Context: an optimization exercise on an open-source flow, tuned for small area. The choices shown serve that exercise and are no tape-out recipe. Only simulation tests tie the RTL to the original design; equivalence was not proved. The clock port is modelled as an ideal driver, which makes a skipped or thinned clock tree look cheaper than it is; a real chip needs a root buffer or a tree. Power figures rest on the tool's default switching activity, not on a simulated workload.

==> flow/design.v <==
module sync (
  input  wire       clk,
  output reg        hs,
  output reg        vs,
  input  wire       reset,    
  output wire [3:0] R,
  output wire [3:0] G,
  output wire [3:0] B,
  input  wire       btn       
);
  reg        r_q, gl_q, c0_q;
  wire gh_q = gl_q | (r_q & c0_q);
  wire b_q  = c0_q & (gl_q | ~r_q);
  assign R = {4{r_q}};
  assign G = {gh_q, gl_q, gh_q, gl_q};
  assign B = {4{b_q}};
  reg [2:0] seg;
  reg [7:0] hc_p;    
  wire [7:0] hc = hc_p ^ 8'b10101010;
  wire s_fp = ~seg[0] & ~seg[2];
  wire s_sy = ~seg[1] & seg[0];
  wire s_bp = ~seg[2] & seg[1];
  wire s_d0 = seg[0] & seg[2];
  wire s_d1 = seg[1] & ~seg[0];
  wire s_d2 = seg[2] & ~seg[1];
  wire h_end = (~hc[7] & ~hc[6] & ~hc[4] & hc[3] & hc[2] & hc[1] & hc[0]);    
  wire line_end = s_d2 & h_end;
  reg [7:0] h_ld;    
  always @(*) begin
    case (seg)
      3'b000: h_ld = 8'b11011101;
      3'b001: h_ld = 8'b10010101;
      3'b011: h_ld = 8'b00011111;
      3'b111: h_ld = 8'b00011111;
      3'b110: h_ld = 8'b01000111;
      3'b100: h_ld = 8'b11010111;
      default: h_ld = 8'bx;
    endcase
  end
  always @(posedge clk or negedge reset) begin
    if (!reset) seg <= 3'b000;
    else if (h_end) seg <= {seg[1:0], ~seg[2]};
  end
  always @(posedge clk or negedge reset) begin
    if (!reset)     hc_p <= 8'b01111101;
    else if (h_end) hc_p <= h_ld ^ 8'b10101010;
    else            hc_p <= {hc[6:0], ~(hc[7] ^ hc[5] ^ hc[4] ^ hc[3])} ^ 8'b10101010;
  end
  reg [1:0] pvs;    
  wire v_fp = ~pvs[1] & ~pvs[0];
  wire v_sy = ~pvs[1] &  pvs[0];
  wire v_bp =  pvs[1] &  pvs[0];
  wire v_da =  pvs[1] & ~pvs[0];
  reg [8:0] lc;    
  reg f1;              
  wire at_vs = v_fp & (lc[8]) & s_d2 & (hc[7] & ~hc[6] & hc[4] & hc[3] & hc[2] & hc[1] & hc[0]);    
  wire at_bp = v_sy & (lc[1]) & s_d2 & (~hc[7] & hc[6] & ~hc[5] & hc[4] & hc[2] & hc[1] & hc[0]);    
  wire at_da = v_bp & (lc[5] & lc[2] & lc[0]) & s_d2 & (~hc[7] & hc[6] & ~hc[5] & ~hc[4] & hc[3] & ~hc[2] & ~hc[1] & hc[0]);    
  wire at_fp = v_da & (~lc[8] & ~lc[7] & ~lc[6] & ~lc[5] & lc[4] & ~lc[3] & ~lc[2] & lc[1] & ~lc[0]) & line_end;    
  wire at_x = at_vs | at_bp | at_da;
  reg pend;
  wire v_adv = (at_x & f1) | pend | at_fp;
  always @(posedge clk or negedge reset) begin
    if (!reset) begin
      pvs  <= 2'b00;
      f1   <= 1'b1;
      pend <= 1'b0;
    end else begin
      if (v_adv) pvs <= {pvs[0], ~pvs[1]};
      pend <= at_x & ~f1;
      if (at_da) f1 <= 1'b0;
    end
  end
  always @(posedge clk or negedge reset) begin
    if (!reset) lc <= 9'd0;
    else if (v_adv) lc <= 9'd0;
    else if (line_end) lc <= {lc[7:0], ~(lc[8] ^ lc[4])};
  end
  reg        cnt, ph, acc;    
  reg [15:0] timer_p;    
  wire [15:0] timer = timer_p ^ 16'haaaa;
  wire t_zero = ~|timer[14:0];
  wire t_end  = timer[15] & t_zero;
  always @(posedge clk or negedge reset) begin
    if (!reset) begin
      cnt <= 1'b0; ph <= 1'b0; acc <= 1'b0;
    end else begin
      acc <= cnt & ph & t_end;
      if (cnt) begin
        if (t_end) begin cnt <= 1'b0; ph <= ~ph; end
      end else if (~acc & (btn == ph)) begin
        cnt <= 1'b1;
      end
    end
  end
  always @(posedge clk) begin
    timer_p <= ({16{cnt}} & {timer[14:0], timer[15] ^ timer[14] ^ timer[12] ^ timer[3] ^ t_zero}) ^ 16'haaaa;
  end
  reg [2:0] flag;    
  always @(posedge clk or negedge reset) begin
    if (!reset) flag <= 3'b000;
    else if (acc)
      case (flag)
        3'b000: flag <= 3'b011;
        3'b011: flag <= 3'b101;
        3'b101: flag <= 3'b010;
        3'b010: flag <= 3'b111;
        3'b111: flag <= 3'b110;
        3'b110: flag <= 3'b001;
        3'b001: flag <= 3'b100;
        3'b100: flag <= 3'b000;
      endcase
  end
  reg [3:0] c0, c1, c2;    
  always @(*) begin
    case (flag)
      3'b000: begin c0 = 4'b0001; c1 = 4'b1111; c2 = 4'b1000; end
      3'b011: begin c0 = 4'b0110; c1 = 4'b1111; c2 = 4'b1000; end
      3'b101: begin c0 = 4'b0110; c1 = 4'b1111; c2 = 4'b1100; end
      3'b010: begin c0 = 4'b0000; c1 = 4'b1110; c2 = 4'b1000; end
      3'b111: begin c0 = 4'b0110; c1 = 4'b1110; c2 = 4'b1000; end
      3'b110: begin c0 = 4'b0001; c1 = 4'b1110; c2 = 4'b1000; end
      3'b001: begin c0 = 4'b0110; c1 = 4'b1111; c2 = 4'b0110; end
      3'b100: begin c0 = 4'b1100; c1 = 4'b1111; c2 = 4'b0110; end
      default: begin c0 = 4'bx; c1 = 4'bx; c2 = 4'bx; end
    endcase
  end
  wire vis = v_da & seg[2];
  wire [3:0] col = {4{vis}} & (s_d0 ? c0 : s_d1 ? c1 : c2);
  always @(posedge clk) begin
    r_q  <= col[3] | (~reset & r_q);
    gl_q <= col[1] | (~reset & gl_q);
    c0_q <= (col[3] & ~col[1] ? col[2] : col[0]) | (~reset & c0_q);
    hs   <= ~s_sy & (reset | hs);
    vs   <= ~v_sy & (reset | vs);
  end
endmodule
==> flow/config.mk <==
export PLATFORM = sky130hd
export DESIGN_NAME = sync
export DESIGN_NICKNAME = sync
export VERILOG_FILES = /design/flow/design.v
export SDC_FILE = /design/flow/constraint.sdc
export NUM_CORES = 4
export LEC_CHECK = 0
export CAP_MARGIN = 20
export CORE_MARGIN = 2
export CORE_UTILIZATION = 40
export SLEW_MARGIN = 20
==> flow/constraint.sdc <==
create_clock -name core_clock -period 10.0 [get_ports {clk}]
set_input_delay 2.0000 -clock core_clock [delete_from_list [all_inputs] [get_ports {clk}]]
set_output_delay 2.0000 -clock core_clock [all_outputs]
set_load 0.01 [all_outputs]
standard.sh (not shown) runs the stock make flow with config.mk's settings and CLKGATE_MAP_FILE= SYNTH_SCRIPT=/design/flow/synth_recipe.tcl, a recipe that flattens the netlist after the stock synthesis.
==> flow/flow/run.sh <==
#!/bin/bash
# The standard layout (standard.sh: the standard synthesis script and the
# ORFS flow), with these changes given on the make command line:
#  - synthesis runs synth_recipe.tcl unchanged except that its final
#    technology mapping (ORFS synth.tcl's "abc" call, after dfflibmap, so the
#    registers are exactly the standard synthesis's) uses an area-oriented
#    ABC script, flow/abc_area.script, instead of ORFS's speed script
#  - every port buffer is the smallest buffer cell, buf_1, instead of the
#    tool's own pick (each input and output port still gets its buffer); the
#    reset input, which fans out to every asynchronously reset flip-flop,
#    then has its buffer upsized to buf_4 (flow/reset_buf.tcl, run right
#    after buffer_ports and global placement)
set -o pipefail
here=$PWD
{
  cat <<TCL
# synth_recipe.tcl with the final abc mapping redirected to flow/abc_area.script
proc abc {args} {
  set i [lsearch -exact \$args -script]
  if {\$i >= 0} { set args [lreplace \$args \$i [expr {\$i + 1}]] }
  yosys abc -script $here/flow/abc_area.script {*}\$args
}
TCL
  cat synth_recipe.tcl
} > synth_area.tcl
bash standard.sh \
  SYNTH_SCRIPT="$here/synth_area.tcl" \
  BUFFER_PORTS_ARGS="-buffer_cell sky130_fd_sc_hd__buf_1" \
  POST_GLOBAL_PLACE_TCL="$here/flow/reset_buf.tcl" \
  POST_CTS_TCL="$here/flow/clk_root.tcl" \
  CTS_ARGS="-sink_clustering_enable -repair_clock_nets -dont_use_dummy_load" \
  finish > standard.log 2>&1
Other scripts of this flow, unchanged in this note and not shown: flow/flow/abc_area.script, flow/flow/clk_root.tcl, flow/flow/reset_buf.tcl
Next try:
--- a/flow/design.v
+++ b/flow/design.v
@@ -14,6 +14,10 @@
   assign R = {4{r_q}};
   assign G = {gh_q, gl_q, gh_q, gl_q};
   assign B = {4{b_q}};
+  reg jr;
+  always @(posedge clk or negedge reset)
+    if (!reset) jr <= 1'b1;
+    else        jr <= 1'b0;
   reg [2:0] seg;
   reg [7:0] hc_p;    
   wire [7:0] hc = hc_p ^ 8'b10101010;
@@ -71,9 +75,8 @@
       if (at_da) f1 <= 1'b0;
     end
   end
-  always @(posedge clk or negedge reset) begin
-    if (!reset) lc <= 9'd0;
-    else if (v_adv) lc <= 9'd0;
+  always @(posedge clk) begin
+    if (jr | v_adv) lc <= 9'd0;
     else if (line_end) lc <= {lc[7:0], ~(lc[8] ^ lc[4])};
   end
   reg        cnt, ph, acc;    
What happened: Routed wire length goes up by 4.4%. Via count goes up by 3.8%. Sequential power goes up by 13%. Final area goes up by 1.7%. Die area goes up by 1.4%. Maximum frequency goes up by 9.1%. Count of clock-buffer cells in the layout does not change. Non-clock buffer count goes up by 1. Critical path depth goes up by 2.

* * *

Another version of the RTL of sync (not shown whole).
Size: about 50 flip-flops, ~17 I/O pins, ~0.0020 mm2 of cells after synthesis.
==> module sync, before the edit <==
module sync (
  input  wire       clk,
  output reg        hs,
  output reg        vs,
  input  wire       reset,    
  output wire [3:0] R,
  output wire [3:0] G,
  output wire [3:0] B,
  input  wire       btn       
);
  reg        r_q, gl_q, c0_q;
  wire gh_q = gl_q | (r_q & c0_q);
  wire b_q  = c0_q & (gl_q | ~r_q);
  assign R = {4{r_q}};
  assign G = {gh_q, gl_q, gh_q, gl_q};
  assign B = {4{b_q}};
  reg [2:0] seg;
  reg [7:0] hc_p;    
  wire [7:0] hc = hc_p ^ 8'b10101010;
  wire s_fp = ~seg[0] & ~seg[2];
  wire s_sy = ~seg[1] & seg[0];
  wire s_bp = ~seg[2] & seg[1];
  wire s_d0 = seg[0] & seg[2];
  wire s_d1 = seg[1] & ~seg[0];
  wire s_d2 = seg[2] & ~seg[1];
  wire h_end = (hc[6] & ~hc[5] & hc[4] & hc[3] & ~hc[2] & ~hc[1] & hc[0]);    
  wire line_end = s_d2 & h_end;
  reg [7:0] h_ld;    
  always @(*) begin
    case (seg)
      3'b000: h_ld = 8'b00000110;
      3'b001: h_ld = 8'b10000010;
      3'b011: h_ld = 8'b00101000;
      3'b111: h_ld = 8'b00101000;
      3'b110: h_ld = 8'b00001010;
      3'b100: h_ld = 8'b00000010;
      default: h_ld = 8'bx;
    endcase
  end
  always @(posedge clk or negedge reset) begin
    if (!reset) seg <= 3'b000;
    else if (h_end) seg <= {seg[1:0], ~seg[2]};
  end
  always @(posedge clk or negedge reset) begin
    if (!reset)     hc_p <= 8'b10101000;
    else if (h_end) hc_p <= h_ld ^ 8'b10101010;
    else            hc_p <= {hc[6:0], ~(hc[7] ^ hc[5] ^ hc[4] ^ hc[1])} ^ 8'b10101010;
  end
  reg [1:0] pvs;    
  wire v_fp = ~pvs[1] & ~pvs[0];
  wire v_sy = ~pvs[1] &  pvs[0];
  wire v_bp =  pvs[1] &  pvs[0];
  wire v_da =  pvs[1] & ~pvs[0];
  reg [8:0] lc;    
  reg f1;              
  wire at_vs = (~pvs[1] & lc[8]) & s_d2 & (~hc[6] & hc[5] & ~hc[4] & hc[3] & ~hc[2] & hc[1] & hc[0]);    
  wire at_bp = (~pvs[1] & pvs[0] & lc[1]) & s_d2 & (~hc[7] & ~hc[6] & ~hc[4] & hc[3] & ~hc[2] & hc[1] & hc[0]);    
  wire at_da = (pvs[0] & lc[5] & lc[2] & lc[0]) & s_d2 & (hc[6] & hc[5] & ~hc[4] & hc[3] & ~hc[2] & ~hc[1] & ~hc[0]);    
  wire at_fp = (~lc[8] & ~lc[7] & ~lc[6] & ~lc[5] & lc[4] & ~lc[3] & ~lc[2] & lc[1] & ~lc[0]) & line_end;    
  wire at_x = at_vs | at_bp | at_da;
  reg pend;
  wire v_adv = (at_x & f1) | pend | at_fp;
  always @(posedge clk or negedge reset) begin
    if (!reset) begin
      pvs  <= 2'b00;
      f1   <= 1'b1;
      pend <= 1'b0;
    end else begin
      if (v_adv) pvs <= {pvs[0], ~pvs[1]};
      pend <= at_x & ~f1;
      if (at_da) f1 <= 1'b0;
    end
  end
  always @(posedge clk or negedge reset) begin
    if (!reset) lc <= 9'd0;
    else if (v_adv) lc <= 9'd0;
    else if (line_end) lc <= {lc[7:0], ~(lc[8] ^ lc[4])};
  end
  reg        cnt, ph;    
  reg [15:1] timer_h;
  reg        timer_0;
  wire [15:0] timer = {timer_h, timer_0} ^ 16'haaaa;
  wire t_zero = ~|timer[14:0];
  wire t_end  = timer[15] & t_zero;
  wire acc = ~cnt & ~ph & timer[0];
  always @(posedge clk or negedge reset) begin
    if (!reset) begin
      cnt <= 1'b0; ph <= 1'b0;
    end else begin
      if (cnt) begin
        if (t_end) begin cnt <= 1'b0; ph <= ~ph; end
      end else if (~acc & (btn == ph)) begin
        cnt <= 1'b1;
      end
    end
  end
  always @(posedge clk)
    timer_h <= ({15{cnt}} & timer[14:0]) ^ 15'h5555;
  always @(posedge clk or negedge reset)
    if (!reset) timer_0 <= 1'b0;
    else        timer_0 <= (cnt & ((timer[15] ^ timer[14] ^ timer[12] ^ timer[3] ^ t_zero) | t_end)) ^ 1'b0;
  reg [2:0] flag;    
  always @(posedge clk or negedge reset) begin
    if (!reset) flag <= 3'b000;
    else if (acc)
      case (flag)
        3'b000: flag <= 3'b011;
        3'b011: flag <= 3'b101;
        3'b101: flag <= 3'b010;
        3'b010: flag <= 3'b111;
        3'b111: flag <= 3'b110;
        3'b110: flag <= 3'b001;
        3'b001: flag <= 3'b100;
        3'b100: flag <= 3'b000;
      endcase
  end
  reg [3:0] c0, c1, c2;    
  always @(*) begin
    case (flag)
      3'b000: begin c0 = 4'b0001; c1 = 4'b1111; c2 = 4'b1000; end
      3'b011: begin c0 = 4'b0110; c1 = 4'b1111; c2 = 4'b1000; end
      3'b101: begin c0 = 4'b0110; c1 = 4'b1111; c2 = 4'b1100; end
      3'b010: begin c0 = 4'b0000; c1 = 4'b1110; c2 = 4'b1000; end
      3'b111: begin c0 = 4'b0110; c1 = 4'b1110; c2 = 4'b1000; end
      3'b110: begin c0 = 4'b0001; c1 = 4'b1110; c2 = 4'b1000; end
      3'b001: begin c0 = 4'b0110; c1 = 4'b1111; c2 = 4'b0110; end
      3'b100: begin c0 = 4'b1100; c1 = 4'b1111; c2 = 4'b0110; end
      default: begin c0 = 4'bx; c1 = 4'bx; c2 = 4'bx; end
    endcase
  end
  wire vis = v_da & seg[2];
  wire [3:0] col = {4{vis}} & (s_d0 ? c0 : s_d1 ? c1 : c2);
  always @(posedge clk) begin
    r_q  <= col[3] | (~reset & r_q);
    gl_q <= col[1] | (~reset & gl_q);
    c0_q <= (col[3] & ~col[1] ? col[2] : col[0]) | (~reset & c0_q);
    hs   <= ~s_sy & (reset | hs);
    vs   <= ~v_sy & (reset | vs);
  end
endmodule
Settings: LEC_CHECK=0, CAP_MARGIN=20, CORE_MARGIN=2, CORE_UTILIZATION=40, SLEW_MARGIN=20; clock period 10.0 ns.
==> flow/flow/run.sh <==
#!/bin/bash
# The standard layout (standard.sh: the standard synthesis script and the
# ORFS flow), with these changes given on the make command line:
#  - synthesis runs synth_recipe.tcl unchanged except for its final technology
#    mapping (ORFS synth.tcl's "abc" call, after dfflibmap, so the registers
#    are exactly the standard synthesis's): instead of ORFS's speed script it
#    maps with each area-oriented ABC script in flow/abc and keeps the
#    smallest result (flow/abc_best.tcl)
#  - every port buffer is the smallest buffer cell, buf_1, instead of the
#    tool's own pick (each input and output port still gets its buffer); the
#    reset input, which fans out to every asynchronously reset flip-flop,
#    then has its buffer upsized to buf_4 (flow/reset_buf.tcl, run right
#    after buffer_ports and global placement)
set -o pipefail
here=$PWD
{
  echo "set ::abc_scripts_dir $here/flow/abc"
  echo "set ::abc_area_file $here/abc_area.txt"
  cat flow/abc_best.tcl
  cat synth_recipe.tcl
} > synth_best.tcl
bash standard.sh \
  SYNTH_SCRIPT="$here/synth_best.tcl" \
  BUFFER_PORTS_ARGS="-buffer_cell sky130_fd_sc_hd__buf_1" \
  POST_GLOBAL_PLACE_TCL="$here/flow/reset_buf.tcl" \
  POST_CTS_TCL="$here/flow/post_cts.tcl" \
  CTS_ARGS="-sink_clustering_enable -repair_clock_nets -dont_use_dummy_load" \
  finish > standard.log 2>&1
Other scripts of this flow, unchanged in this note and not shown: flow/flow/abc/b.script, flow/flow/abc/g.script, flow/flow/abc/i.script, flow/flow/abc/m1.script, flow/flow/abc/m2.script, flow/flow/abc/m7.script, flow/flow/abc/m8.script, flow/flow/abc/m9.script, flow/flow/abc/n1.script, flow/flow/abc/n2.script, flow/flow/abc/n3.script, flow/flow/abc/n4.script, flow/flow/abc/n5.script, flow/flow/abc_best.tcl, flow/flow/clk_merge.tcl, flow/flow/clk_root.tcl, flow/flow/post_cts.tcl, flow/flow/reset_buf.tcl
The baseline completed with no timing, DRC or antenna violations.
Change:
--- a/flow/design.v
+++ b/flow/design.v
@@ -72,8 +72,8 @@
     end
   end
   always @(posedge clk or negedge reset) begin
-    if (!reset) lc <= 9'd0;
-    else if (v_adv) lc <= 9'd0;
+    if (!reset) lc <= 9'b000000000;
+    else if (v_adv) lc <= 9'b000000000;
     else if (line_end) lc <= {lc[7:0], ~(lc[8] ^ lc[4])};
   end
   reg        cnt, ph;    
After rerunning: The changed run went through all stages and came out clean. Worst setup slack is unchanged. Die area is unchanged. Synthesized area does not change. Clock power stays flat. Via count does not change. Routed wire length stays the same. Cell area is unchanged. Core utilization does not change. Sequential power stays flat. Power stays the same.

## separate check: timing with driven ports
The flow's constraints put no driver on any port. The routed layouts listed below were extracted and timed again, unchanged, in two steps.
Step 1: set_driving_cell puts a clkbuf_16 on clk and a buf_2 on each other input, an assumption about the parent block.
Step 2, shift: input delay + t, output delay - t, t = (earliest + latest rising clock arrival at the registers) / 2. This alone moves slack from input paths to output paths.
Three values: ideal, step 1, step 2; two values: the first two.
run	t, ns	setup slack, ns	worst data-port slew with drivers (ns)
the first run of note 1	0.192	6.614 / 6.614 / 6.614	0.03
the second run of note 1	0.199	6.895 / 6.895 / 6.895	0.03
the first run of note 2	0.200	6.603 / 6.603 / 6.603	0.03
the second run of note 2	0.200	6.603 / 6.603 / 6.603	0.03
After both steps setup and hold are still met in every run listed.
